This design comes from an exercise in tuning for small area on the open sky130 flow, not from production work.
Only the layout flow was run in this run; the RTL was not checked for function there.
No activity file was given, so power comes from the tool's default toggle rates.

## design/flow/config.mk

```make
export PLATFORM = sky130hd
export DESIGN_NAME = clock
export DESIGN_NICKNAME = clock
export VERILOG_FILES = /design/flow/design.v
export SDC_FILE = /design/flow/constraint.sdc
export NUM_CORES = 4
export LEC_CHECK = 0
export CAP_MARGIN = 20
export CORE_MARGIN = 2
export CORE_UTILIZATION = 40
export SLEW_MARGIN = 20
```

## design/flow/constraint.sdc

```tcl
create_clock -name core_clock -period 20.0 [get_ports {clk}]
set_input_delay 4.0000 -clock core_clock [delete_from_list [all_inputs] [get_ports {clk}]]
set_output_delay 4.0000 -clock core_clock [all_outputs]
set_load 0.01 [all_outputs]
```

## design/flow/design.v

```verilog
module clk_div(
    input clk,
    input rst,
    output reg tick_1hz
    );
    parameter CLK_FREQ = 1000; 
    reg [31:0] cnt; 
    always @(posedge clk or posedge rst) begin
        if (rst) begin
            cnt <= 0;
            tick_1hz <= 0;
        end 
        else begin
            if (cnt >= CLK_FREQ - 1) begin
                cnt <= 0;
                tick_1hz <= 1;
            end 
            else begin
                cnt <= cnt + 1;
                tick_1hz <= 0; 
            end
        end
    end
endmodule
module time_counter(
    input clk,
    input rst,
    input tick_1hz,
    input adjust,    
    input up,        
    input up_ten,    
    output reg [3:0] cur_h_ten, cur_h_one,
    output reg [3:0] cur_m_ten, cur_m_one,
    output reg [3:0] cur_s_ten, cur_s_one,
    output reg [1:0] adjust_mode,
    output reg led4, led6, led8
    );
    reg prev_adjust, prev_up, prev_up_ten;
    wire adjust_pulse, up_pulse, up_ten_pulse;
    always @(posedge clk) begin
        prev_adjust <= adjust;
        prev_up     <= up;
        prev_up_ten <= up_ten;
    end
    assign adjust_pulse = adjust & (~prev_adjust);
    assign up_pulse     = up & (~prev_up);
    assign up_ten_pulse = up_ten & (~prev_up_ten);
    always @(posedge clk or posedge rst) begin
        if(rst) adjust_mode <= 0;
        else if(adjust_pulse) begin
            if(adjust_mode >= 3) adjust_mode <= 0;
            else adjust_mode <= adjust_mode + 1;
        end
    end
    always @(*) begin
        case(adjust_mode)
            2'd0: {led4, led6, led8} = 3'b111;  
            2'd1: {led4, led6, led8} = 3'b001;  
            2'd2: {led4, led6, led8} = 3'b010;  
            2'd3: {led4, led6, led8} = 3'b100;  
            default: {led4, led6, led8} = 3'b111;
        endcase
    end
    always @(posedge clk or posedge rst) begin
        if(rst) begin
            {cur_h_ten, cur_h_one} <= 0;
            {cur_m_ten, cur_m_one} <= 0;
            {cur_s_ten, cur_s_one} <= 0;
        end
        else begin
            if(adjust_mode == 0 && tick_1hz) begin
                if(cur_s_one == 9) begin
                    cur_s_one <= 0;
                    if(cur_s_ten == 5) begin
                        cur_s_ten <= 0;
                        if(cur_m_one == 9) begin
                            cur_m_one <= 0;
                            if(cur_m_ten == 5) begin
                                cur_m_ten <= 0;
                                if(cur_h_ten == 2 && cur_h_one == 3) begin
                                    cur_h_ten <= 0; cur_h_one <= 0;
                                end else if(cur_h_one == 9) begin
                                    cur_h_one <= 0; cur_h_ten <= cur_h_ten + 1;
                                end else begin
                                    cur_h_one <= cur_h_one + 1;
                                end
                            end else cur_m_ten <= cur_m_ten + 1;
                        end else cur_m_one <= cur_m_one + 1;
                    end else cur_s_ten <= cur_s_ten + 1;
                end else cur_s_one <= cur_s_one + 1;
            end
            else if(up_pulse) begin
                case(adjust_mode)
                    2'd1: begin  
                        if(cur_s_one == 9) begin
                             cur_s_one <= 0;
                             if(cur_s_ten == 5) cur_s_ten <= 0;
                              else cur_s_ten <= cur_s_ten + 1;
                        end else cur_s_one <= cur_s_one + 1;
                    end
                    2'd2: begin  
                        if(cur_m_one == 9) begin
                             cur_m_one <= 0;
                             if(cur_m_ten == 5) cur_m_ten <= 0; 
                             else cur_m_ten <= cur_m_ten + 1;
                        end else cur_m_one <= cur_m_one + 1;
                    end
                    2'd3: begin  
                        if(cur_h_ten == 2 && cur_h_one == 3) begin
                            cur_h_ten <= 0; cur_h_one <= 0;
                        end else if(cur_h_one == 9) begin
                            cur_h_one <= 0; cur_h_ten <= cur_h_ten + 1;
                        end else begin
                            cur_h_one <= cur_h_one + 1;
                        end
                    end
                endcase
            end
            else if(up_ten_pulse) begin
                case(adjust_mode)
                    2'd1: begin 
                        if(cur_s_ten >= 5) cur_s_ten <= 0;
                        else cur_s_ten <= cur_s_ten + 1;
                    end
                    2'd2: begin 
                        if(cur_m_ten >= 5) cur_m_ten <= 0;
                        else cur_m_ten <= cur_m_ten + 1;
                    end
                    2'd3: begin 
                        if(cur_h_ten == 2) begin
                            cur_h_ten <= 0;
                            cur_h_one <= cur_h_one + 6;
                        end
                        else if(cur_h_ten == 1 && cur_h_one >= 4) begin
                            cur_h_ten <= 0;
                            cur_h_one <= cur_h_one - 4;
                        end
                        else begin
                            cur_h_ten <= cur_h_ten + 1;
                        end
                    end
                endcase
            end
        end
    end
endmodule
module time_converter(
    input [3:0] h_ten, h_one, 
    input world_clock, h24,
    input usa, england, spain,
    output reg [3:0] disp_h_ten, disp_h_one,
    output reg am, pm
    );
    integer k_time;  
    integer w_time;  
    always @(*) begin
        k_time = h_ten * 10 + h_one;
        w_time = k_time; 
        if (world_clock) begin
            if (usa) begin      
                w_time = k_time - 14;
                if (w_time < 0) w_time = w_time + 24; 
            end
            else if (england) begin 
                w_time = k_time - 9;
                if (w_time < 0) w_time = w_time + 24;
            end
            else if (spain) begin   
                w_time = k_time - 8;
                if (w_time < 0) w_time = w_time + 24;
            end
        end
        am = 0; 
        pm = 0;
        if (h24 || world_clock) begin
        end
        else begin
            if (w_time < 12) begin
                am = 1; pm = 0;
                if (w_time == 0) w_time = 12;
            end
            else begin
                am = 0; pm = 1;
                if (w_time > 12) w_time = w_time - 12;
            end
        end
        disp_h_ten = w_time / 10;
        disp_h_one = w_time % 10;
    end
endmodule
module stopwatch(
    input clk, rst,
    input enable_mode, 
    input btn_start,
    input btn_reset,
    output reg [3:0] m_ten, m_one,
    output reg [3:0] s_ten, s_one,
    output reg [3:0] ms_ten, ms_one,
    output reg [3:0] lap_m10, lap_m1,
    output reg [3:0] lap_s10, lap_s1,
    output reg [3:0] lap_ms10, lap_ms1
    );
reg [18:0] cnt_div;
    wire tick_10ms;
    assign tick_10ms = (cnt_div == 10 - 1);
    always @(posedge clk or posedge rst) begin
        if(rst) cnt_div <= 0;
        else if(tick_10ms) cnt_div <= 0;
        else cnt_div <= cnt_div + 1;
    end
    reg prev_start, prev_reset;
    wire start_pulse = btn_start & ~prev_start;
    wire reset_pulse = btn_reset & ~prev_reset;
    always @(posedge clk) begin
        prev_start <= btn_start;
        prev_reset <= btn_reset;
    end
    reg running; 
    always @(posedge clk or posedge rst) begin
        if(rst) begin
            {m_ten, m_one, s_ten, s_one, ms_ten, ms_one} <= 0;
            {lap_m10, lap_m1, lap_s10, lap_s1, lap_ms10, lap_ms1} <= 0;
            running <= 0;
        end
        else if(enable_mode) begin 
            if(start_pulse) begin
                running <= ~running;
                if (running) begin
                    lap_m10 <= m_ten; lap_m1 <= m_one;
                    lap_s10 <= s_ten; lap_s1 <= s_one;
                    lap_ms10 <= ms_ten; lap_ms1 <= ms_one;
                end
            end
            if(reset_pulse) begin
                running <= 0;
                {m_ten, m_one, s_ten, s_one, ms_ten, ms_one} <= 0;
                {lap_m10, lap_m1, lap_s10, lap_s1, lap_ms10, lap_ms1} <= 0;
            end
            if(running && tick_10ms) begin
                if(ms_one == 9) begin
                    ms_one <= 0;
                    if(ms_ten == 9) begin
                        ms_ten <= 0;
                        if(s_one == 9) begin
                            s_one <= 0;
                            if(s_ten == 5) begin
                                s_ten <= 0;
                                if(m_one == 9) begin
                                    m_one <= 0;
                                    if(m_ten == 5) m_ten <= 0;
                                    else m_ten <= m_ten + 1;
                                end else m_one <= m_one + 1;
                            end else s_ten <= s_ten + 1;
                        end else s_one <= s_one + 1;
                    end else ms_ten <= ms_ten + 1;
                end else ms_one <= ms_one + 1;
            end
        end
    end
endmodule
module timer(
    input clk, rst,
    input enable_mode,
    input btn_start,
    input btn_min,
    input btn_sec,
    input btn_clear,
    input btn_stop_alarm,
    output reg [3:0] tm_m10, tm_m1,
    output reg [3:0] tm_s10, tm_s1,
    output reg [3:0] set_m10, set_m1,
    output reg [3:0] set_s10, set_s1,
    output reg alarm_on
    );
    reg [31:0] cnt;
    wire tick_1hz;
    parameter CLK_FREQ = 1000;
    assign tick_1hz = (cnt == CLK_FREQ - 1);
    always @(posedge clk or posedge rst) begin
        if(rst) cnt <= 0;
        else if(cnt >= CLK_FREQ - 1) cnt <= 0; 
        else cnt <= cnt + 1;
    end
    reg prev_start, prev_min, prev_sec, prev_clear, prev_stop;
    wire start_pulse = btn_start & ~prev_start;
    wire min_pulse   = btn_min   & ~prev_min;
    wire sec_pulse   = btn_sec   & ~prev_sec;
    wire clear_pulse = btn_clear & ~prev_clear;
    wire stop_pulse  = btn_stop_alarm & ~prev_stop;
    always @(posedge clk) begin
        prev_start <= btn_start; prev_min <= btn_min; prev_sec <= btn_sec;
        prev_clear <= btn_clear; prev_stop <= btn_stop_alarm;
    end
    reg running; 
    wire is_zero = (tm_m10==0 && tm_m1==0 && tm_s10==0 && tm_s1==0);
    always @(posedge clk or posedge rst) begin
        if(rst) begin
            {tm_m10, tm_m1, tm_s10, tm_s1} <= 0;
            {set_m10, set_m1, set_s10, set_s1} <= 0;
            running <= 0; alarm_on <= 0;
        end
        else if(enable_mode) begin
            if (alarm_on && stop_pulse) begin 
                alarm_on <= 0; 
                running <= 0; 
            end
            else if (clear_pulse) begin
                {tm_m10, tm_m1, tm_s10, tm_s1} <= 0;
                {set_m10, set_m1, set_s10, set_s1} <= 0;
                running <= 0; alarm_on <= 0;
            end
            else if(!running && !alarm_on) begin
                if(min_pulse) begin 
                    if(tm_m1 == 9) begin 
                        tm_m1<=0; tm_m10<=tm_m10+1; 
                        set_m1<=0; set_m10<=set_m10+1; 
                    end 
                    else begin 
                        tm_m1 <= tm_m1 + 1;
                        set_m1 <= set_m1 + 1;          
                    end
                end
                if(sec_pulse) begin 
                    if(tm_s10 == 5) begin
                        tm_s10 <= 0; 
                        set_s10 <= 0;                  
                    end 
                    else begin
                        tm_s10 <= tm_s10 + 1;
                        set_s10 <= set_s10 + 1;        
                    end
                    tm_s1 <= 0; set_s1 <= 0; 
                end
            end
            if(start_pulse && !alarm_on && !is_zero) running <= ~running;
            if(running && tick_1hz) begin
                if(is_zero) begin 
                    running <= 0; 
                    alarm_on <= 1; 
                end
                else begin
                    if(tm_s1 == 0) begin
                        tm_s1 <= 9;
                        if(tm_s10 == 0) begin
                            tm_s10 <= 5;
                            if(tm_m1 == 0) begin
                                tm_m1 <= 9;
                                if(tm_m10 > 0) tm_m10 <= tm_m10 - 1;
                            end else tm_m1 <= tm_m1 - 1;
                        end else tm_s10 <= tm_s10 - 1;
                    end else tm_s1 <= tm_s1 - 1;
                end
            end
        end
        else begin 
            alarm_on <= 0; 
            running <= 0; 
        end
    end
endmodule
module alarm(
    input clk, rst,
    input enable_set,
    input btn_min,
    input btn_hour,
    input btn_stop,
    input btn_toggle,
    input btn_clear,
    input [3:0] cur_h_ten, cur_h_one,
    input [3:0] cur_m_ten, cur_m_one,
    input [3:0] cur_s_ten, cur_s_one,
    output reg [3:0] al_h_ten, al_h_one,
    output reg [3:0] al_m_ten, al_m_one,
    output reg alarm_trigger, 
    output reg alarm_enabled  
    );
    reg prev_min, prev_hour, prev_stop, prev_toggle, prev_clear;
    wire min_pulse    = btn_min    & ~prev_min;
    wire hour_pulse   = btn_hour   & ~prev_hour;
    wire stop_pulse   = btn_stop   & ~prev_stop;
    wire toggle_pulse = btn_toggle & ~prev_toggle;
    wire clear_pulse  = btn_clear  & ~prev_clear;
    always @(posedge clk) begin
        prev_min    <= btn_min;
        prev_hour   <= btn_hour;
        prev_stop   <= btn_stop;
        prev_toggle <= btn_toggle;
        prev_clear  <= btn_clear;
    end
    always @(posedge clk or posedge rst) begin
        if(rst) begin
            {al_h_ten, al_h_one, al_m_ten, al_m_one} <= 0;
            alarm_enabled <= 0; 
        end
        else begin
            if (toggle_pulse) alarm_enabled <= ~alarm_enabled;
            if(enable_set) begin
                if(clear_pulse) begin
                    {al_h_ten, al_h_one, al_m_ten, al_m_one} <= 0;
                end
                if(min_pulse) begin 
                    if(al_m_one == 9) begin al_m_one <= 0;
                    if(al_m_ten == 5) al_m_ten <= 0; 
                    else al_m_ten <= al_m_ten + 1; end 
                    else al_m_one <= al_m_one + 1;
                end
                if(hour_pulse) begin 
                     if(al_h_ten == 2 && al_h_one == 3) begin al_h_ten <= 0;
                     al_h_one <= 0; end 
                     else if(al_h_one == 9) begin al_h_one <= 0;
                     al_h_ten <= al_h_ten + 1; end 
                     else al_h_one <= al_h_one + 1;
                end
            end
        end
    end
    reg is_ringing; 
    always @(posedge clk or posedge rst) begin
        if (rst) is_ringing <= 0;
        else begin
            if (!alarm_enabled || (is_ringing && stop_pulse)) is_ringing <= 0;
            else if (alarm_enabled && !enable_set && !is_ringing) begin
                if ({cur_h_ten, cur_h_one, cur_m_ten, cur_m_one} == {al_h_ten, al_h_one, al_m_ten, al_m_one} &&
                    cur_s_ten == 0 && cur_s_one == 0) is_ringing <= 1; 
            end
        end
    end
    always @(*) alarm_trigger = is_ringing;
endmodule
module display_controller(
    input clk,
    input rst, 
    input [3:0] h_ten, h_one, 
    input [3:0] m_ten, m_one, 
    input [3:0] s_ten, s_one,
    input world_clock, use_alarm,
    input usa, england, spain,
    output reg [7:0] seg_com,  
    output reg [7:0] seg_data, 
    output reg [7:0] seg7
    );
    reg [19:0] seg_clk_div;
    wire seg_scan_clk;
    assign seg_scan_clk = seg_clk_div[1]; 
    always @(posedge clk or posedge rst) begin
        if (rst) seg_clk_div <= 0;
        else seg_clk_div <= seg_clk_div + 1;
    end
    reg [2:0] seg_scan_cnt;
    wire seg_scan_en = (seg_clk_div[1:0] == 2'b01);
    always @(posedge clk or posedge rst) begin
        if (rst) seg_scan_cnt <= 0;
        else if (seg_scan_en) begin
            if (seg_scan_cnt == 5) seg_scan_cnt <= 0;
            else seg_scan_cnt <= seg_scan_cnt + 1;
        end
    end
    reg [3:0] current_digit;
    always @(*) begin
        seg_data = 8'b1111_1111; 
        case (seg_scan_cnt)
            3'd0: begin
                seg_com = 8'b1101_1111; 
                current_digit = h_ten;
            end
            3'd1: begin
                seg_com = 8'b1110_1111;
                current_digit = h_one;
            end
            3'd2: begin
                seg_com = 8'b1111_0111;
                current_digit = m_ten;
            end
            3'd3: begin
                seg_com = 8'b1111_1011; 
                current_digit = m_one;
            end
            3'd4: begin
                seg_com = 8'b1111_1101; 
                current_digit = s_ten;
            end
            3'd5: begin
                seg_com = 8'b1111_1110; 
                current_digit = s_one;
            end
            default: begin
                seg_com = 8'b1111_1111;
                current_digit = 4'd0;
            end
        endcase
        case (current_digit)
            4'h0: seg_data[6:0] = ~7'b100_0000;
            4'h1: seg_data[6:0] = ~7'b111_1001;
            4'h2: seg_data[6:0] = ~7'b010_0100;
            4'h3: seg_data[6:0] = ~7'b011_0000;
            4'h4: seg_data[6:0] = ~7'b001_1001;
            4'h5: seg_data[6:0] = ~7'b001_0010;
            4'h6: seg_data[6:0] = ~7'b000_0010;
            4'h7: seg_data[6:0] = ~7'b111_1000;
            4'h8: seg_data[6:0] = ~7'b000_0000;
            4'h9: seg_data[6:0] = ~7'b001_0000;
            default: seg_data[6:0] = 7'b000_0000;
        endcase
        if (seg_scan_cnt == 3'd1 || seg_scan_cnt == 3'd3) 
             seg_data[7] = 1'b1;
        else 
             seg_data[7] = 1'b0;
    end 
    always @(posedge clk or posedge rst) begin
        if(rst) seg7 <= 8'b0000_0000; 
        else begin
            if(world_clock) begin
                if(usa)      
                    seg7 <= 8'b0011_1110; 
                else if(england) 
                    seg7 <= 8'b0111_1001; 
                else if(spain)   
                    seg7 <= 8'b0110_1101; 
                else 
                    seg7 <= 8'b0000_0000; 
            end
            else 
                seg7 <= 8'b0000_0000;
        end
    end
endmodule
module lcd_controller(
    input clk, rst,     
    input h24, world_clock,
    input sw_stopwatch, sw_timer, sw_alarm_set,
    input alarm_enabled,
    input usa, england, spain, 
    input [3:0] stp_m10, stp_m1, stp_s10, stp_s1, stp_ms10, stp_ms1,
    input [3:0] set_m10, set_m1, set_s10, set_s1,
    input [3:0] al_h10, al_h1, al_m10, al_m1,
    output reg LCD_RS, LCD_RW, LCD_E,
    output reg [7:0] LCD_DATA
    );
    reg [31:0] lcd_clk_div;
    wire lcd_tick;
    assign lcd_tick = (lcd_clk_div == 3 - 1);
    always @(posedge clk or posedge rst) begin
        if (rst) lcd_clk_div <= 0;
        else if (lcd_tick) lcd_clk_div <= 0;
        else lcd_clk_div <= lcd_clk_div + 1;
    end
    always @(posedge clk or posedge rst) begin
        if (rst) LCD_E <= 0;
        else if (lcd_clk_div < 1) LCD_E <= 1; 
        else LCD_E <= 0;
    end
    reg [7:0] lcd_state;
    reg [7:0] lcd_data_reg;
    reg lcd_rs_reg;
    reg [4:0] char_idx; 
    always @(posedge clk or posedge rst) begin
        if (rst) begin
            lcd_state <= 0;
            LCD_RW <= 0; LCD_RS <= 0; LCD_DATA <= 8'h00;
            char_idx <= 0;
            lcd_rs_reg <= 0; lcd_data_reg <= 8'h00;
        end 
        else begin
            if (lcd_tick) begin 
                case (lcd_state)
                    0:  begin lcd_rs_reg <= 0; lcd_data_reg <= 8'h38; lcd_state <= 1; end 
                    1:  begin lcd_state <= 2; end 
                    2:  begin lcd_rs_reg <= 0; lcd_data_reg <= 8'h38; lcd_state <= 3; end 
                    3:  begin lcd_state <= 4; end
                    4:  begin lcd_rs_reg <= 0; lcd_data_reg <= 8'h0C; lcd_state <= 5; end 
                    5:  begin lcd_state <= 6; end
                    6:  begin lcd_rs_reg <= 0; lcd_data_reg <= 8'h01; lcd_state <= 7; end 
                    7:  begin lcd_state <= 8; end
                    8:  begin lcd_rs_reg <= 0; lcd_data_reg <= 8'h06; lcd_state <= 9; end 
                    9:  begin lcd_state <= 10; end
                    10: begin lcd_rs_reg <= 0; lcd_data_reg <= 8'h80; char_idx <= 0; lcd_state <= 11; end 
                    11: begin 
                        lcd_rs_reg <= 1;
                        if (sw_stopwatch) begin
                            case(char_idx)
                                0: lcd_data_reg <= "M"; 1: lcd_data_reg <= "O"; 2: lcd_data_reg <= "D"; 3: lcd_data_reg <= "E";
                                4: lcd_data_reg <= " "; 5: lcd_data_reg <= ":"; 6: lcd_data_reg <= " ";
                                7: lcd_data_reg <= "S"; 8: lcd_data_reg <= "T"; 9: lcd_data_reg <= "O"; 10: lcd_data_reg <= "P"; 
                                11: lcd_data_reg <= "W"; 12: lcd_data_reg <= "A"; 13: lcd_data_reg <= "T"; 14: lcd_data_reg <= "C"; 15: lcd_data_reg <= "H";
                            endcase
                        end
                        else if (sw_timer) begin
                            case(char_idx)
                                0: lcd_data_reg <= "M"; 1: lcd_data_reg <= "O"; 2: lcd_data_reg <= "D"; 3: lcd_data_reg <= "E";
                                4: lcd_data_reg <= " "; 5: lcd_data_reg <= ":"; 6: lcd_data_reg <= " ";
                                7: lcd_data_reg <= "T"; 8: lcd_data_reg <= "I"; 9: lcd_data_reg <= "M"; 10: lcd_data_reg <= "E"; 
                                11: lcd_data_reg <= "R"; 12: lcd_data_reg <= " "; 13: lcd_data_reg <= " "; 14: lcd_data_reg <= " "; 15: lcd_data_reg <= " ";
                            endcase
                        end
                        else if (sw_alarm_set) begin
                            case(char_idx)
                                0: lcd_data_reg <= "A"; 1: lcd_data_reg <= "L"; 2: lcd_data_reg <= "A"; 3: lcd_data_reg <= "R"; 
                                4: lcd_data_reg <= "M"; 5: lcd_data_reg <= " "; 6: lcd_data_reg <= "S"; 7: lcd_data_reg <= "E"; 
                                8: lcd_data_reg <= "T"; 9: lcd_data_reg <= " "; 10: lcd_data_reg <= ":"; 11: lcd_data_reg <= " "; 
                                12: lcd_data_reg <= (alarm_enabled) ? "O" : "O";
                                13: lcd_data_reg <= (alarm_enabled) ? "N" : "F";
                                14: lcd_data_reg <= (alarm_enabled) ? " " : "F";
                                15: lcd_data_reg <= " ";
                            endcase
                        end
                        else begin
                            case(char_idx)
                                0: lcd_data_reg <= "M"; 1: lcd_data_reg <= "O"; 2: lcd_data_reg <= "D"; 3: lcd_data_reg <= "E";
                                4: lcd_data_reg <= " "; 5: lcd_data_reg <= ":"; 6: lcd_data_reg <= " ";
                                7: lcd_data_reg <= (h24) ? "2" : "1";
                                8: lcd_data_reg <= (h24) ? "4" : "2"; 
                                9: lcd_data_reg <= "H"; 
                                10: lcd_data_reg <= " "; 11: lcd_data_reg <= "T"; 12: lcd_data_reg <= "Y"; 13: lcd_data_reg <= "P"; 14: lcd_data_reg <= "E"; 15: lcd_data_reg <= " ";
                            endcase
                        end
                        if(char_idx < 15) char_idx <= char_idx + 1;
                        else lcd_state <= 12;
                    end
                    12: begin lcd_rs_reg <= 0; lcd_data_reg <= 8'hC0; char_idx <= 0; lcd_state <= 13; end 
                    13: begin
                        lcd_rs_reg <= 1;
                        if (sw_stopwatch) begin
                            case(char_idx)
                                0: lcd_data_reg <= "L"; 1: lcd_data_reg <= "A"; 2: lcd_data_reg <= "P"; 
                                3: lcd_data_reg <= " "; 4: lcd_data_reg <= ":"; 5: lcd_data_reg <= " ";
                                6: lcd_data_reg <= stp_m10 + "0"; 7: lcd_data_reg <= stp_m1 + "0";
                                8: lcd_data_reg <= ":";  
                                9: lcd_data_reg <= stp_s10 + "0"; 10: lcd_data_reg <= stp_s1 + "0";
                                11: lcd_data_reg <= ":";  
                                12: lcd_data_reg <= stp_ms10 + "0"; 13: lcd_data_reg <= stp_ms1 + "0";
                                14: lcd_data_reg <= " "; 15: lcd_data_reg <= " ";
                            endcase
                        end
                        else if (sw_timer) begin
                            case(char_idx)
                                0: lcd_data_reg <= "S"; 1: lcd_data_reg <= "E"; 2: lcd_data_reg <= "T"; 
                                3: lcd_data_reg <= " "; 4: lcd_data_reg <= ":"; 5: lcd_data_reg <= " ";
                                6: lcd_data_reg <= set_m10 + "0"; 7: lcd_data_reg <= set_m1 + "0";
                                8: lcd_data_reg <= ":";
                                9: lcd_data_reg <= set_s10 + "0"; 10: lcd_data_reg <= set_s1 + "0";
                                default: lcd_data_reg <= " "; 
                            endcase
                        end
                        else if (sw_alarm_set) begin
                            case(char_idx)
                                0: lcd_data_reg <= "T"; 1: lcd_data_reg <= "I"; 2: lcd_data_reg <= "M"; 3: lcd_data_reg <= "E"; 
                                4: lcd_data_reg <= " "; 5: lcd_data_reg <= ":"; 6: lcd_data_reg <= " ";
                                7: lcd_data_reg <= al_h10 + "0"; 8: lcd_data_reg <= al_h1 + "0";
                                9: lcd_data_reg <= ":";
                                10: lcd_data_reg <= al_m10 + "0"; 11: lcd_data_reg <= al_m1 + "0";
                                default: lcd_data_reg <= " ";
                            endcase
                        end
                        else begin
                            case(char_idx)
                                0: lcd_data_reg <= "Z"; 1: lcd_data_reg <= "O"; 2: lcd_data_reg <= "N"; 3: lcd_data_reg <= "E";
                                4: lcd_data_reg <= " "; 5: lcd_data_reg <= ":"; 6: lcd_data_reg <= " ";
                                default: begin
                                    if (world_clock && usa) begin
                                        case(char_idx)
                                            7: lcd_data_reg <= "U"; 8: lcd_data_reg <= "S"; 9: lcd_data_reg <= "A"; 10: lcd_data_reg <= " "; 
                                            11: lcd_data_reg <= "("; 12: lcd_data_reg <= "N"; 13: lcd_data_reg <= "Y"; 14: lcd_data_reg <= ")"; 15: lcd_data_reg <= " ";
                                        endcase
                                    end
                                    else if (world_clock && england) begin
                                        case(char_idx)
                                            7: lcd_data_reg <= "U"; 8: lcd_data_reg <= "K"; 9: lcd_data_reg <= " "; 10: lcd_data_reg <= "("; 
                                            11: lcd_data_reg <= "L"; 12: lcd_data_reg <= "O"; 13: lcd_data_reg <= "N"; 14: lcd_data_reg <= ")"; 15: lcd_data_reg <= " ";
                                        endcase
                                    end
                                    else if (world_clock && spain) begin
                                        case(char_idx)
                                            7: lcd_data_reg <= "S"; 8: lcd_data_reg <= "P"; 9: lcd_data_reg <= "A"; 10: lcd_data_reg <= "I"; 
                                            11: lcd_data_reg <= "N"; 12: lcd_data_reg <= " "; 13: lcd_data_reg <= " "; 14: lcd_data_reg <= " "; 15: lcd_data_reg <= " ";
                                        endcase
                                    end
                                    else begin
                                        case(char_idx)
                                            7: lcd_data_reg <= "K"; 8: lcd_data_reg <= "O"; 9: lcd_data_reg <= "R"; 10: lcd_data_reg <= "E"; 
                                            11: lcd_data_reg <= "A"; 12: lcd_data_reg <= " "; 13: lcd_data_reg <= " "; 14: lcd_data_reg <= " "; 15: lcd_data_reg <= " ";
                                        endcase
                                    end
                                end
                            endcase
                        end
                        if(char_idx < 15) char_idx <= char_idx + 1; 
                        else lcd_state <= 14; 
                    end
                    14: begin lcd_rs_reg <= 0; lcd_data_reg <= 8'h02; lcd_state <= 15; end 
                    15: begin lcd_state <= 10; end 
                    default: lcd_state <= 0;
                endcase
                LCD_RS <= lcd_rs_reg;
                LCD_DATA <= lcd_data_reg;
                LCD_RW <= 0; 
            end
        end
    end
endmodule
module clock(
    input clk,
    input rst,
    input adjust, up, up_ten,
    input h24, world_clock,
    input usa, england, spain,
    input sw_stopwatch,
    input sw_timer,
    input sw_alarm_set,
    input btn_stp_start,
    input btn_stp_reset,
    input btn_alarm_toggle,
    input btn_alarm_stop,
    output [7:0] seg_data, seg_com, seg7,
    output am, pm,
    output led4, led6, led8, 
    output LCD_RS, LCD_RW, LCD_E,
    output [7:0] LCD_DATA,
    output [3:0] rgb_r,
    output piezo_out 
    );
    wire tick_1hz;
    wire [1:0] adjust_mode;
    wire [3:0] cur_h_ten, cur_h_one, cur_m_ten, cur_m_one, cur_s_ten, cur_s_one;
    wire [3:0] disp_h_ten, disp_h_one; 
    wire [3:0] stp_m10, stp_m1, stp_s10, stp_s1, stp_ms10, stp_ms1;
    wire [3:0] stp_run_m10, stp_run_m1, stp_run_s10, stp_run_s1, stp_run_ms10, stp_run_ms1;
    wire [3:0] stp_lap_m10, stp_lap_m1, stp_lap_s10, stp_lap_s1, stp_lap_ms10, stp_lap_ms1;
    wire [3:0] tm_m10, tm_m1, tm_s10, tm_s1;
    wire [3:0] tm_set_m10, tm_set_m1, tm_set_s10, tm_set_s1;
    wire timer_alarm_on; 
    wire [3:0] al_h10, al_h1, al_m10, al_m1;
    wire real_alarm_trig; 
    wire alarm_is_on;     
    reg [3:0] final_h_ten, final_h_one, final_m_ten, final_m_one, final_s_ten, final_s_one;
    clk_div u_clk_div( .clk(clk), .rst(rst), .tick_1hz(tick_1hz) );
    time_counter u_counter(
        .clk(clk), .rst(rst), .tick_1hz(tick_1hz),
        .adjust( adjust & ~sw_stopwatch & ~sw_timer & ~sw_alarm_set ), 
        .up(     up     & ~sw_stopwatch & ~sw_timer & ~sw_alarm_set ), 
        .up_ten( up_ten & ~sw_stopwatch & ~sw_timer & ~sw_alarm_set ),
        .cur_h_ten(cur_h_ten), .cur_h_one(cur_h_one),
        .cur_m_ten(cur_m_ten), .cur_m_one(cur_m_one),
        .cur_s_ten(cur_s_ten), .cur_s_one(cur_s_one),
        .adjust_mode(adjust_mode),
        .led4(led4), .led6(led6), .led8(led8) 
    );
    time_converter u_converter(
        .h_ten(cur_h_ten), .h_one(cur_h_one),
        .world_clock(world_clock), .h24(h24),
        .usa(usa), .england(england), .spain(spain),
        .disp_h_ten(disp_h_ten), .disp_h_one(disp_h_one),
        .am(am), .pm(pm)
    );
    stopwatch u_stopwatch(
        .clk(clk), .rst(rst),
        .enable_mode(sw_stopwatch),
        .btn_start(btn_stp_start), .btn_reset(btn_stp_reset),
        .m_ten(stp_run_m10), .m_one(stp_run_m1),
        .s_ten(stp_run_s10), .s_one(stp_run_s1),
        .ms_ten(stp_run_ms10), .ms_one(stp_run_ms1),
        .lap_m10(stp_lap_m10), .lap_m1(stp_lap_m1),
        .lap_s10(stp_lap_s10), .lap_s1(stp_lap_s1),
        .lap_ms10(stp_lap_ms10), .lap_ms1(stp_lap_ms1)
    );
   timer u_timer(
        .clk(clk), .rst(rst),
        .enable_mode(sw_timer),
        .btn_start(adjust),
        .btn_min(up_ten),
        .btn_sec(up),
        .btn_clear(btn_stp_reset),
        .btn_stop_alarm(btn_alarm_stop),
        .tm_m10(tm_m10), .tm_m1(tm_m1), 
        .tm_s10(tm_s10), .tm_s1(tm_s1),
        .set_m10(tm_set_m10), .set_m1(tm_set_m1), 
        .set_s10(tm_set_s10),
        .set_s1(tm_set_s1),
        .alarm_on(timer_alarm_on)
    );
    alarm u_alarm(
        .clk(clk), .rst(rst),
        .enable_set(sw_alarm_set), 
        .btn_min(up),              
        .btn_hour(up_ten),         
        .btn_stop(btn_alarm_stop),     
        .btn_toggle(btn_alarm_toggle), 
        .btn_clear(btn_stp_reset),     
        .cur_h_ten(cur_h_ten), .cur_h_one(cur_h_one),
        .cur_m_ten(cur_m_ten), .cur_m_one(cur_m_one),
        .cur_s_ten(cur_s_ten), .cur_s_one(cur_s_one),
        .al_h_ten(al_h10), .al_h_one(al_h1),
        .al_m_ten(al_m10), .al_m_one(al_m1),
        .alarm_trigger(real_alarm_trig),
        .alarm_enabled(alarm_is_on) 
    );
    always @(*) begin
        if (sw_stopwatch) begin 
            final_h_ten = stp_run_m10;  final_h_one = stp_run_m1;
            final_m_ten = stp_run_s10;  final_m_one = stp_run_s1;
            final_s_ten = stp_run_ms10; final_s_one = stp_run_ms1;
        end
        else if (sw_timer) begin
            final_h_ten = 0;        final_h_one = 0;
            final_m_ten = tm_m10;   final_m_one = tm_m1;
            final_s_ten = tm_s10;   final_s_one = tm_s1;
        end
        else if (sw_alarm_set) begin
            final_h_ten = al_h10;   final_h_one = al_h1; 
            final_m_ten = al_m10;   final_m_one = al_m1;
            final_s_ten = 0;        final_s_one = 0;
        end
        else begin
            final_h_ten = disp_h_ten; final_h_one = disp_h_one;
            final_m_ten = cur_m_ten;  final_m_one = cur_m_one;
            final_s_ten = cur_s_ten;  final_s_one = cur_s_one;
        end
    end
    reg [15:0] piezo_cnt;
    reg piezo_wave;
    always @(posedge clk or posedge rst) begin
        if(rst) begin piezo_cnt <= 0; piezo_wave <= 0; end
        else begin
            piezo_wave <= ~piezo_wave; 
        end
    end
    assign piezo_out = (timer_alarm_on | real_alarm_trig) ? piezo_wave : 1'b0;
    reg [8:0] blink_cnt; 
    always @(posedge clk or posedge rst) begin
        if(rst) blink_cnt <= 0; else blink_cnt <= blink_cnt + 1;
    end
    wire blink_sig = blink_cnt[8]; 
    wire blink_red = (timer_alarm_on | real_alarm_trig) ? blink_sig : 1'b0; 
    assign rgb_r = {blink_red, blink_red, blink_red, blink_red}; 
    display_controller u_display(
        .clk(clk), .rst(rst),
        .h_ten(final_h_ten), .h_one(final_h_one),
        .m_ten(final_m_ten), .m_one(final_m_one),
        .s_ten(final_s_ten), .s_one(final_s_one),
        .world_clock(world_clock), .use_alarm(1'b0),
        .usa(usa), .england(england), .spain(spain),
        .seg_com(seg_com), .seg_data(seg_data), .seg7(seg7)
    );
    lcd_controller u_lcd(
        .clk(clk), .rst(rst),
        .h24(h24), .world_clock(world_clock),
        .sw_stopwatch(sw_stopwatch),
        .sw_timer(sw_timer),
        .sw_alarm_set(sw_alarm_set), 
        .alarm_enabled(alarm_is_on), 
        .usa(usa), .england(england), .spain(spain),
        .stp_m10(stp_lap_m10), .stp_m1(stp_lap_m1),
        .stp_s10(stp_lap_s10), .stp_s1(stp_lap_s1),
        .stp_ms10(stp_lap_ms10), .stp_ms1(stp_lap_ms1),
        .set_m10(tm_set_m10), .set_m1(tm_set_m1),
        .set_s10(tm_set_s10), .set_s1(tm_set_s1),
        .al_h10(al_h10), .al_h1(al_h1),
        .al_m10(al_m10), .al_m1(al_m1),
        .LCD_RS(LCD_RS), .LCD_RW(LCD_RW),
        .LCD_E(LCD_E), .LCD_DATA(LCD_DATA)
    );
endmodule
```

## design/flow/run.sh

```bash
#!/bin/bash
# synth_recipe.tcl (not shown) runs the flow's synth.tcl, then flattens the netlist and writes it again
# the make line also repeats each setting of config.mk as NAME=value (left out here)
make -C /OpenROAD-flow-scripts/flow DESIGN_CONFIG=/design/flow/config.mk WORK_HOME=/design/flow/orfs CLKGATE_MAP_FILE= SYNTH_SCRIPT=/design/flow/synth_recipe.tcl finish
```

==> metrics.md <==
| Metric | Value |
|---|---|
| Setup TNS | `0 ns` |
| Clock Pin Slew Worst Setup and Hold Paths | `0.06 ns` |
| Row cnt | `83` |
| GRT Total Usage | `0.238` |
| Worst reg2reg startpoint | `u_lcd.char_idx[2]$_DFFE_PP0P_` |
| RSZ-0062 raised after global routing | `no` |
| CTS Root Cell | `clkbuf_16` |
| Outcome | `timing/DRC/antenna clean` |
| Final instance area | `23,400 um2` |
| Max Clk Rate | `54.4 MHz` |
| Detail Placement HPWL | `46,900 um` |
| Cell with the most instances after synthesis | `nand2_1` |
| Syn Std Cell Area | `20,900 um2` |
| Final ANT Viol Nets | `0` |
| Slew Viols, Final | `0` |
| Distinct cells, synth | `118` |
| VDD IR max | `0.155 mV` |
| Worst Path Required | `16.00 ns` |
| Setup WS post-layout | `1.61 ns` |
| Top post-synthesis cells by area | `dfrtp_1 (34%), nand2_1 (5.8%), ha_1 (5.0%)` |
| Initial antenna violation count | `0` |
| Worst Skew | `0.0270 ns` |
| CP startpoint | `usa` |
| PortBufs | `57` |
| Die H | `232 um` |
| Placeable Area | `51,400 um2` |
| CP Launch Type | `input port` |
| Placed Area | `22,100 um2` |
| Hold Buf Count CTS | `0` |
| Beginning of the worst hold path | `piezo_wave$_DFF_PP0_` |
| Worst stage delay on the critical path | `0.89 ns` |
| Clk buf depth | `3` |
| Via count | `19,400` |
| GR Overflow Total | `0` |
| Post-Place Worst Slack | `1.89 ns` |
| Gp weighted congestion | `0.996` |
| CTS tree | `done` |
| Finish-stage setup viols | `0` |
| Max Cap Viol | `0` |
| Arr. time, crit path | `14.39 ns` |
| Vias/cell | `5.96` |
| Hold WC Path Type | `reg2reg` |
| Post-Route WL | `64,100 um` |
| Postcts setup bufs | `0` |
| Primary FF master, synth | `dfrtp_1` |
| Area growth syn-to-layout | `12.0%` |
| Mean Syn Cell Area | `8.32 um2` |
| Die W | `232 um` |
| CTS buffer count | `36` |
| Power Density | `124 nW/um2` |
| Clock latency at the later pin of the worst-skew pair | `0.58 ns` |
| YS warnings | `9` |
| Number of global-route vias before repair | `18,600` |
| Die area | `54,000 um2` |
| Post-synth EDFFs | `0` |
| Synth area leader | `dfrtp_1` |
| Initial Utilization | `0.406` |
| Top-area cell type share of the netlist area | `0.344` |
| CTS-repair resized insts | `0` |
| Layout Nets | `2,652` |
| # DRC | `0` |
| DR WL/cell | `19.7 um` |
| IO Pins | `62` |
| Crit end category | `output pin` |
| Fin. Hold Viols | `0` |
| Largest net degree at the start of global routing | `133` |
| Yosys reg bits | `297` |
| Share of layout cells above drive strength 1 | `0.0691` |
| Period Utilization, post-route | `0.920` |
| Asr flop ratio synth | `0.966` |
| WS Path Type | `in2out` |
| Most frequent cells after synthesis | `nand2_1 (320), dfrtp_1 (287), nor2_1 (219)` |
| Fin crit period | `18.39 ns` |
| Leak | `0.00960 uW` |
| Sequential element share of the synthesized area | `0.354` |
| Initial drt markers | `1,927` |
| Antenna cells | `0` |
| Largest registers | `u_clk_div.cnt (32), u_lcd.lcd_clk_div (32), u_timer.cnt (32)` |
| Mapped Cells | `2,508` |
| First-pass GRT wire length | `103,000 um` |
| Critical path fanouts, max | `19` |
| Slew headroom | `0.284` |
| Crit-path slowest cell | `clkdlybuf4s50_1` |
| Drt first pass iters | `6` |
| Clk sinks | `297` |
| H-tree levels | `2` |
| Slew @ Worst Pin | `1.07 ns` |
## per-stage QoR
stage                     utilization  instances  power [uW]  hold slack [ns]
after floorplan                     -       2554        1840            0.383
after global placement          0.431       3191        2210            0.392
after detailed placement        0.431       3191        2210            0.392
after CTS                       0.455       3256        2910            0.400
after global routing            0.455       3256        3120            0.438
final                           0.455       3256        2910            0.399
## report_power, final
group          switching (uW)  internal [uW]  leakage [uW]
logic                     934            564       0.00520
registers                77.4            646       0.00379
clock network             268            418      0.000615
## metal layers
layer	vias to the layer above	global-route usage	part of all wire
li1	9177	-	-
met5	-	0	0
met1	9396	0.316	0.44
met3	144	0.0363	0.061
met4	0	0.0865	0.034
met2	679	0.392	0.47
## final timing paths
check	endpoint	slack, ns	cells past startpoint
setup / recovery	seg_data[4]	1.61	38
hold / removal	piezo_wave$_DFF_PP0_	0.40	1
setup reg to reg	u_lcd.lcd_data_reg[0]$_DFFE_PP0P_	14.70	11
hold reg to reg	piezo_wave$_DFF_PP0_	0.40	1
max in group asynchronous	u_lcd.lcd_clk_div[18]$_DFF_PP0_	13.82	4
min in group asynchronous	u_timer.tm_s10[0]$_DFFE_PP0P_	4.03	2
## critical path: cells and delay by family
family	cells	cell delay (ns)
AO/OA/AOI/OAI	13	3.57
adder cells (fa/ha/maj)	4	1.01
buffers and inverters	5	1.94
multiplexers	2	0.55
AND/OR/NAND/NOR	14	3.29
## cell usage in the layout, fill, tap and decap left out, types with 12 or more instances in the layout
cell type and n:
a211oi_1 16, a21o_1 16, a21oi_1 111, a221oi_1 19
a22o_1 19, a22oi_1 28, a31oi_1 34, and2_1 34
and3_1 29, buf_4 27, clkbuf_16 37, clkdlybuf4s50_1 55
conb_1 48, dfrtp_1 287, ha_1 84, inv_1 89
mux2_2 24, mux2i_1 26, nand2_1 320, nand2b_1 30
nand3_1 119, nand4_1 52, nor2_1 218, nor2b_1 35
nor3_1 65, nor3b_1 16, nor4_1 44, o211ai_1 13
o21ai_0 199, o21ai_1 12, o22ai_1 22, o31ai_1 27
or2_2 16, or3_1 16, xnor2_1 84, xor2_1 41
## kinds of logic after synthesis
| logic type | Yosys count | synth area share |
|---|---|---|
| flip-flops | 297 | 0.354 |
| adder cells (fa/ha/maj) | 86 | 0.0523 |
| buffers and inverters | 223 | 0.0436 |
| multiplexers | 51 | 0.0260 |
| AO/OA/AOI/OAI | 666 | 0.218 |
| other | 2 | 0.000360 |
| XOR/XNOR | 132 | 0.0588 |
| AND/OR/NAND/NOR | 1051 | 0.247 |
## layout make-up
cell class              count  area [um2]
multi-input cells        2034       12800
flip-flops and latches    297        7380
well taps                 680         851
clock buffers              56        1100
clock inverters             9         156
repair buffers             85         774
fillers                  5099       28000
inverters                  95         364

what the ideal ports hide:
In the flow no input, the clock included, has a driving cell. The finished layout below was timed again as built, in two steps. Step 1: set_driving_cell puts a clkbuf_16 on clk and a buf_2 on each other input, an assumption about the parent block. Step 2 times the ports against the registers' clock, not the clock port: input delays grow and output delays shrink by t, the midpoint of the rising clock arrivals with the driver on. a / b / c = ideal ports / drivers / drivers and shift; a / b = the first two.
t (ns): 0.618
setup slack, ns: 1.610 / 1.580 / 1.580
worst setup path after step 2: input to output
worst register clock-pin slew, ns: 0.07 / 0.07
worst data-port slew with drivers (ns): 0.05
After both steps setup and hold are still met in this run. For this run, drivers alone change the setup slack by -0.030 ns; drivers and shift together by -0.030 ns.
